This design comes from an exercise in tuning for small area and a short achievable clock period on the open sky130 flow, not from production work.
Function was checked by simulation only, so behaviour that the tests miss may differ from the original.

[design/flow/design.v]
`timescale 1ns/1ps
module d_flip_flop (
    input clk,              
    input rst,              
    input d,                
    output reg q            
);
    always @(posedge clk or posedge rst) begin
        if (rst)
            q <= 1'b0;
        else
            q <= d;
    end
endmodule
module register #(parameter WIDTH = 16) (
    input clk,              
    input rst,              
    input [WIDTH-1:0] d,    
    output [WIDTH-1:0] q    
);
    genvar i;
    generate
        for (i = 0; i < WIDTH; i = i + 1) begin : dff_array
            d_flip_flop dff (
                .clk(clk),
                .rst(rst),
                .d(d[i]),
                .q(q[i])
            );
        end
    endgenerate
endmodule
module mac (
    input clk,               
    input rst,               
    input [15:0] a,          
    input [15:0] b,          
    input [31:0] acc_in,     
    output [31:0] acc_out    
);
    wire [15:0] a_reg1, b_reg1;
    wire [31:0] mul_reg1, mul_reg2;
    wire [31:0] acc_reg1, acc_reg2;
    register #(16) reg_a (.clk(clk), .rst(rst), .d(a), .q(a_reg1));
    register #(16) reg_b (.clk(clk), .rst(rst), .d(b), .q(b_reg1));
    wire [31:0] mul_result = a_reg1 * b_reg1;
    register #(32) reg_mul1 (.clk(clk), .rst(rst), .d(mul_result), .q(mul_reg1));
    register #(32) reg_mul2 (.clk(clk), .rst(rst), .d(mul_reg1), .q(mul_reg2));
    wire [31:0] acc_result = mul_reg2 + acc_in;
    register #(32) reg_acc1 (.clk(clk), .rst(rst), .d(acc_result), .q(acc_reg1));
    register #(32) reg_acc2 (.clk(clk), .rst(rst), .d(acc_reg1), .q(acc_reg2));
    assign acc_out = acc_reg2;
endmodule
[design/flow/run.sh]
#!/bin/bash
# synth_recipe.tcl (not shown) runs the flow's synth.tcl, then flattens the netlist and writes it again
# the make line also repeats each setting of config.mk as NAME=value (left out here)
make -C /OpenROAD-flow-scripts/flow DESIGN_CONFIG=/design/flow/config.mk WORK_HOME=/design/flow/orfs CLKGATE_MAP_FILE= SYNTH_SCRIPT=/design/flow/synth_recipe.tcl finish
[design/flow/config.mk]
export PLATFORM = sky130hd
export DESIGN_NAME = mac
export DESIGN_NICKNAME = mac
export VERILOG_FILES = /design/flow/design.v
export SDC_FILE = /design/flow/constraint.sdc
export NUM_CORES = 4
export LEC_CHECK = 0
export CAP_MARGIN = 20
export CORE_MARGIN = 2
export CORE_UTILIZATION = 40
export SLEW_MARGIN = 20
[design/flow/constraint.sdc]
create_clock -name core_clock -period 6.5 [get_ports {clk}]
set_input_delay 1.3000 -clock core_clock [delete_from_list [all_inputs] [get_ports {clk}]]
set_output_delay 1.3000 -clock core_clock [all_outputs]
set_load 0.01 [all_outputs]
==> results of run 1 <==
==> stage by stage <==
step                      hold slack (ns)  area (µm²)   util  setup WS [ns]
after detailed placement            0.335       15600  0.440          0.410
after floorplan                     0.331       14400      -          0.880
after global placement              0.331       15600  0.440          0.459
final                               0.346       16300  0.458          0.413
after global routing                0.346       16300  0.458         0.0417
after CTS                           0.345       16300  0.458          0.397
==> worst max path at each step <==
stage,endpoint,from,cells after the start
2_1_floorplan,reg_a.dff_array[0].dff.q,rst,1
3_3_place_gp,reg_mul1.dff_array[30].dff.q,reg_a.dff_array[8].dff.q,18
3_5_place_dp,reg_mul1.dff_array[30].dff.q,reg_a.dff_array[8].dff.q,18
4_1_cts,reg_mul1.dff_array[30].dff.q,reg_a.dff_array[8].dff.q,18
5_1_grt,reg_mul1.dff_array[30].dff.q,reg_b.dff_array[10].dff.q,18
6_report,reg_mul1.dff_array[30].dff.q,reg_b.dff_array[10].dff.q,19
==> critical path: stages (launching register included) <==
cell       delay (ns)
dfrtp_1          0.68
and2_1           0.31
fa_1             0.53
inv_1            0.05
fa_1             0.52
inv_1            0.05
fa_1             0.52
fa_1             0.44
fa_1             0.50
inv_1            0.05
fa_1             0.47
inv_1            0.04
ha_1             0.37
a21o_1           0.23
a31oi_1          0.24
o21ai_0          0.12
a2111oi_0        0.42
nor2_1           0.11
a31oi_1          0.21
xnor2_1          0.14
==> flip-flops by register name, indices dropped and copies added (netlist names) <==
| signal | cells |
|---|---|
| reg_acc1.dff_array.dff.q | 32 |
| reg_acc2.dff_array.dff.q | 32 |
| reg_mul1.dff_array.dff.q | 32 |
| reg_mul2.dff_array.dff.q | 32 |
| reg_a.dff_array.dff.q | 16 |
| reg_b.dff_array.dff.q | 16 |
==> cells in the final DEF (no fill, tap or decap), types with 3 or more instances in the layout <==
master	n
inv_1	227
fa_1	195
nand2_1	183
dfrtp_1	160
ha_1	135
and2_1	123
clkdlybuf4s50_1	97
a21oi_1	48
xnor2_1	37
nor2_1	30
a21o_1	25
o21ai_0	25
xor2_1	23
clkbuf_16	17
a31oi_1	15
nand4_1	10
and3_1	9
o21a_1	9
buf_4	9
o211ai_1	8
nand3_1	7
nor3_1	6
inv_6	5
o31a_1	4
a311oi_1	4
nor2b_1	4
o31ai_1	3
a2111oi_0	3
nand2b_1	3
inv_8	3
bufinv_16	3
==> cells by family after synthesis <==
family,count (synthesis),synth area share
AOI/OAI and AO/OA,171,0.0779
adders and majority gates,330,0.387
xor gates and xnor gates,60,0.0364
DFF,160,0.277
buffers and inverters,304,0.0877
and+or+nand+nor,388,0.133
==> area by class of cell <==
class	count	area [µm²]
multi-input cells	949	9170
flip-flops and latches	160	4000
clock buffers	19	453
repair buffers	106	1040
inverters	228	861
clock inverters	13	193
fillers	3435	19300
well taps	461	577
==> routing by layer <==
| metal | routed length, µm | vias up | share of wire |
|---|---|---|---|
| li1 | - | 4503 | - |
| met1 | 14800 | 4641 | 0.47 |
| met2 | 14600 | 247 | 0.46 |
| met3 | 1470 | 37 | 0.047 |
| met4 | 654 | 0 | 0.021 |
| met5 | 0 | - | 0 |
==> results.json, run 1 <==
{
  "run_status": "timing/DRC/antenna clean",
  "first_pass_iters": 4,
  "io_pins": 98,
  "slew_viol_final": 0,
  "max-slew-margin-rel": 0.437,
  "end_kind": "flop",
  "maxCapViolations": 0,
  "synth_warnings": 1,
  "drc": 0,
  "syn_inst": 1413,
  "r2r_slack_ns": 0.41,
  "cts_tree": "yes",
  "wl_um": 31600,
  "finalSetupViolCount": 0,
  "tightest_slew_ns": 0.844,
  "initial_core_util": 0.406,
  "grt_remaining_overflow": 0,
  "cts_buffer_depth": 2,
  "rsz0062_at_grt": "no",
  "clkSlewWorstSetupHoldPaths_ns": 0.06,
  "rows": 69,
  "grt.total_usage": 0.177,
  "startpoint_type": "flop",
  "fmax_mhz": 164,
  "fin_tns_setup_ns": 0,
  "hold_violations": 0,
  "numCtsBuffers": 17,
  "ff2ff_path_depth": 19,
  "grt_use_met1": 0.245,
  "yosys.area.top_type": "dfrtp_1",
  "io_buffers": 97,
  "post_cts_resized": 0,
  "placed_cells": 1904,
  "synth.most_common_cell": "inv_1",
  "synth_top_cell_area_share": 0.277,
  "holdCritStartpoint": "reg_mul1.dff_array[5].dff.q",
  "die_w_um": 194,
  "crit_path_max_fanout": 16,
  "wl_per_cell_um": 16.3,
  "diodes": 0,
  "finalClockSkew_ns": 0.0116,
  "synth_seq_cells": 160,
  "yosys_most_used_dff": "dfrtp_1",
  "ys_seq_area_frac": 0.277,
  "holdBufCountCts": 0,
  "dp_hpwl_um": 25100,
  "final_antenna_net_count": 0,
  "met2_usage": 0.281,
  "cts.sinks": 160,
  "final_cell_count_no_fill": 1936,
  "yosysUniqueCellTypes": 63,
  "synthTopCellsByCount": "inv_1 (228), fa_1 (195), nand2_1 (183), dfrtp_1 (160), ha_1 (135)",
  "dr.first_iter.drc_count": 479,
  "avgSynthCellArea_um2": 10.2,
  "finalCriticalPeriod_ns": 6.09,
  "syn2layout_area_growth_pct": 12.9,
  "whs_path_depth": 0,
  "clkLatencyLatePin_ns": 0.45,
  "fp.dieH_um": 194,
  "die-area_um2": 37600,
  "syn-cell-area_um2": 14400,
  "worstHoldEndpoint": "reg_mul2.dff_array[5].dff.q",
  "rr_endpoint": "reg_mul1.dff_array[30].dff.q",
  "viasPerCell": 4.87,
  "postCtsSetupBuffers": 0,
  "cts_max_level": 4,
  "grt_max_degree": 99,
  "grt_pass1_wl_um": 52800,
  "cp.required_ns": 6.86,
  "min_period_over_period": 0.936,
  "worstHoldPathType": "reg2reg",
  "synth_nets": 1809,
  "synth_area_leaders": "dfrtp_1 (28%), fa_1 (27%), ha_1 (12%), inv_1 (5.9%), and2_1 (5.3%)",
  "nets": 1858,
  "grt_antenna_before_repair": 0,
  "synth-edff-count": 0,
  "first_global_vias": 10100,
  "worstSetupPathType": "reg2reg",
  "core_area_um2": 35600,
  "drive_gt1_frac": 0.0359,
  "cts-root-buf": "clkbuf_16",
  "async_flop_share": 1.00,
  "worstPathArrival_ns": 6.44,
  "via_count": 9428,
  "busiest_layer": "met2",
  "use_met3": 0.0325,
  "finalWeightedCongestion": 0.873,
  "r2r-start": "reg_b.dff_array[10].dff.q"
}
==> run 2, diff against run 1 <==
--- a/design/flow/config.mk
+++ b/design/flow/config.mk
@@ -9,3 +9,4 @@
 export CORE_MARGIN = 2
 export CORE_UTILIZATION = 40
+export SETUP_SLACK_MARGIN = 2.5
 export SLEW_MARGIN = 20
==> run 2 against run 1 <==
Core utilization up 3.6 points; hold slack worse by 0.0013 ns; still clean on timing, DRC and antenna; area after synthesis unchanged; final area increased by 7.8%; non-clock buffer count increased by 72.
==> results.json, run 2 <==
{
  "holdBufCountCts": 0,
  "finalClockSkew_ns": 0.00942,
  "final_antenna_net_count": 0,
  "io_pins": 98,
  "synth_nets": 1809,
  "worstHoldPathType": "reg2reg",
  "end_kind": "flop",
  "yosys_most_used_dff": "dfrtp_1",
  "finalSetupViolCount": 0,
  "slew_viol_final": 0,
  "rr_endpoint": "reg_mul1.dff_array[30].dff.q",
  "startpoint_type": "flop",
  "syn_inst": 1413,
  "synthTopCellsByCount": "inv_1 (228), fa_1 (195), nand2_1 (183), dfrtp_1 (160), ha_1 (135)",
  "yosys.area.top_type": "dfrtp_1",
  "placed_cells": 1906,
  "crit_top_cell": "fa_1",
  "drc": 0,
  "worstPathArrival_ns": 5.93,
  "grt_pass1_wl_um": 54600,
  "crit_path_max_fanout": 8,
  "synth.most_common_cell": "inv_1",
  "min_period_over_period": 0.857,
  "viasPerCell": 4.91,
  "syn2layout_area_growth_pct": 21.6,
  "fmax_mhz": 180,
  "wl_per_cell_um": 16.4,
  "slowest_delay_ns": 0.53,
  "first_global_vias": 10600,
  "rsz0062_at_grt": "yes",
  "mostFrequentLayoutCell": "inv_1",
  "ff2ff_path_depth": 20,
  "cp.depth": 20,
  "finalCriticalPeriod_ns": 5.57,
  "dp_hpwl_um": 25100,
  "critPathTopFamily": "adder cells",
  "synth_top_cell_area_share": 0.277,
  "numCtsBuffers": 17,
  "grt.total_usage": 0.184,
  "clkSlewWorstSetupHoldPaths_ns": 0.06,
  "cp.required_ns": 6.86,
  "cts_buffer_depth": 2,
  "cts-root-buf": "clkbuf_16",
  "cts_max_level": 4,
  "nets": 1930,
  "endpoint": "reg_mul1.dff_array[30].dff.q",
  "grt_remaining_overflow": 0,
  "grt_max_degree": 161,
  "synth-edff-count": 0,
  "crit_buf_inv": 5,
  "cp_slowest_cell": "fa_1",
  "fin_tns_setup_ns": 0,
  "hold_violations": 0,
  "yosysUniqueCellTypes": 63,
  "ys_seq_area_frac": 0.277,
  "post-route-cell-area_um2": 17600,
  "path_cells": "buf_4 -> and2_1 -> fa_1 -> inv_1 -> fa_1 -> inv_1 -> fa_1 -> fa_1 -> fa_1 -> inv_1 -> fa_1 -> inv_1 -> ha_4 -> a21o_1 -> a31oi_2 -> o21ai_1 -> a2111oi_2 -> nor2_1 -> a31oi_1 -> xnor2_1",
  "die-area_um2": 37600,
  "avgSynthCellArea_um2": 10.2,
  "fin_util": 0.494,
  "worstSetupPathType": "reg2reg",
  "dr.first_iter.drc_count": 526,
  "via_count": 9865,
  "r2r_slack_ns": 0.93,
  "wl_um": 32900,
  "final_cell_mix": "inv_1 (217), fa_1 (185), nand2_1 (169)",
  "cts.sinks": 160,
  "core_area_um2": 35600,
  "run_status": "timing/DRC/antenna clean",
  "fillCellCount": 3247,
  "final_cell_count_no_fill": 2008,
  "clkLatencyLatePin_ns": 0.44,
  "max-slew-margin-rel": 0.274,
  "diodes": 0,
  "post_dp_cell_area_um2": 16000,
  "grt_antenna_before_repair": 0,
  "die_w_um": 194,
  "first_pass_iters": 5,
  "synth_warnings": 1,
  "synth_seq_cells": 160,
  "initial_core_util": 0.406,
  "syn-cell-area_um2": 14400,
  "r2r-start": "reg_b.dff_array[4].dff.q",
  "async_flop_share": 1.00,
  "maxCapViolations": 0,
  "rows": 69,
  "drive_gt1_frac": 0.165,
  "synth_area_leaders": "dfrtp_1 (28%), fa_1 (27%), ha_1 (12%), inv_1 (5.9%), and2_1 (5.3%)",
  "crit_start": "reg_b.dff_array[4].dff.q",
  "cts_tree": "yes",
  "tightest_slew_ns": 1.09,
  "finalWeightedCongestion": 0.898,
  "fp.dieH_um": 194,
  "io_buffers": 97
}
## run 2: what timing repair did
| item | in CTS | in global routing |
|---|---|---|
| buffers inserted | 60 | 10 |
| endpoints found under the setup margin | 25 | 26 |
| gates resized for setup | 84 | 35 |
| pin swaps | 46 | 22 |
## run 2: layer usage
metal  global-route usage  up-vias  share of wire
li1                     -     4651              -
met2                0.288      265           0.46
met3               0.0341       38          0.055
met5                    0        -              0
met4               0.0536        0          0.017
met1                0.261     4911           0.47
## run 2: worst register-to-register path: cells and delay by family, from the launching register on
family	cells	cell delay, ns
DFF	1	0.48
xor gates and xnor gates	1	0.13
buffers and inverters	5	0.39
adders and majority gates	7	3.17
AOI/OAI and AO/OA	5	1.06
and+or+nand+nor	2	0.26
## run 2: cell families after synthesis
| kind of cell | Yosys count | synth area share |
|---|---|---|
| adders and majority gates | 330 | 0.387 |
| xor gates and xnor gates | 60 | 0.0364 |
| DFF | 160 | 0.277 |
| and+or+nand+nor | 388 | 0.133 |
| AOI/OAI and AO/OA | 171 | 0.0779 |
| buffers and inverters | 304 | 0.0877 |
## run 2: stage by stage
| stage | setup slack [ns] | hold WS, ns |
|---|---|---|
| floorplan | 1.16 | 0.331 |
| global placement | 0.655 | 0.332 |
| detailed placement | 0.545 | 0.335 |
| CTS | 0.932 | 0.345 |
| global route | 0.704 | 0.353 |
| finish | 0.930 | 0.345 |
## run 2: final cells by class
cell class / count / area [µm²] / share of cell area
well taps: 461 / 577 / 0.0329
flip-flops and latches: 160 / 4060 / 0.231
clock buffers: 18 / 429 / 0.0244
clock inverters: 14 / 213 / 0.0121
inverters: 228 / 860 / 0.0490
multi-input cells: 949 / 9730 / 0.554
repair buffers: 178 / 1690 / 0.0962
## run 2: how the worst min path moves through the flow
stage,startpoint,end,slack [ns],cells past startpoint
after CTS,reg_mul1.dff_array[14].dff.q,reg_mul2.dff_array[14].dff.q,0.34,0
after global routing,reg_acc1.dff_array[19].dff.q,reg_acc2.dff_array[19].dff.q,0.35,0
after global placement,reg_acc1.dff_array[27].dff.q,reg_acc2.dff_array[27].dff.q,0.33,0
after detailed placement,reg_acc1.dff_array[26].dff.q,reg_acc2.dff_array[26].dff.q,0.33,0
after floorplan,reg_acc1.dff_array[0].dff.q,reg_acc2.dff_array[0].dff.q,0.33,0
final,reg_mul1.dff_array[8].dff.q,reg_mul2.dff_array[8].dff.q,0.34,0

-- separate check: timing with driven ports --
Ports are ideal in the flow. The routed layouts listed here were re-timed in OpenROAD. Step 1: set_driving_cell puts a clkbuf_16 on clk and a buf_2 on each other input, an assumption about the parent block. Step 2 also shifts input and output timing later by t, the mid clock arrival at the registers, as if the neighbouring blocks saw the same clock. Slacks: ideal ports / drivers / drivers and shift; pairs: ideal ports / drivers.
| run | t, ns | setup slack, ns | clock arrival spread, ns | worst slew at a driven data input, ns |
|---|---|---|---|---|
| run 1 | 0.489 | 0.413 / 0.413 / 0.413 | 0.015 / 0.015 | 0.06 |
| run 2 | 0.490 | 0.930 / 0.930 / 0.930 | 0.012 / 0.012 | 0.05 |
After both steps setup and hold are still met in every run listed.
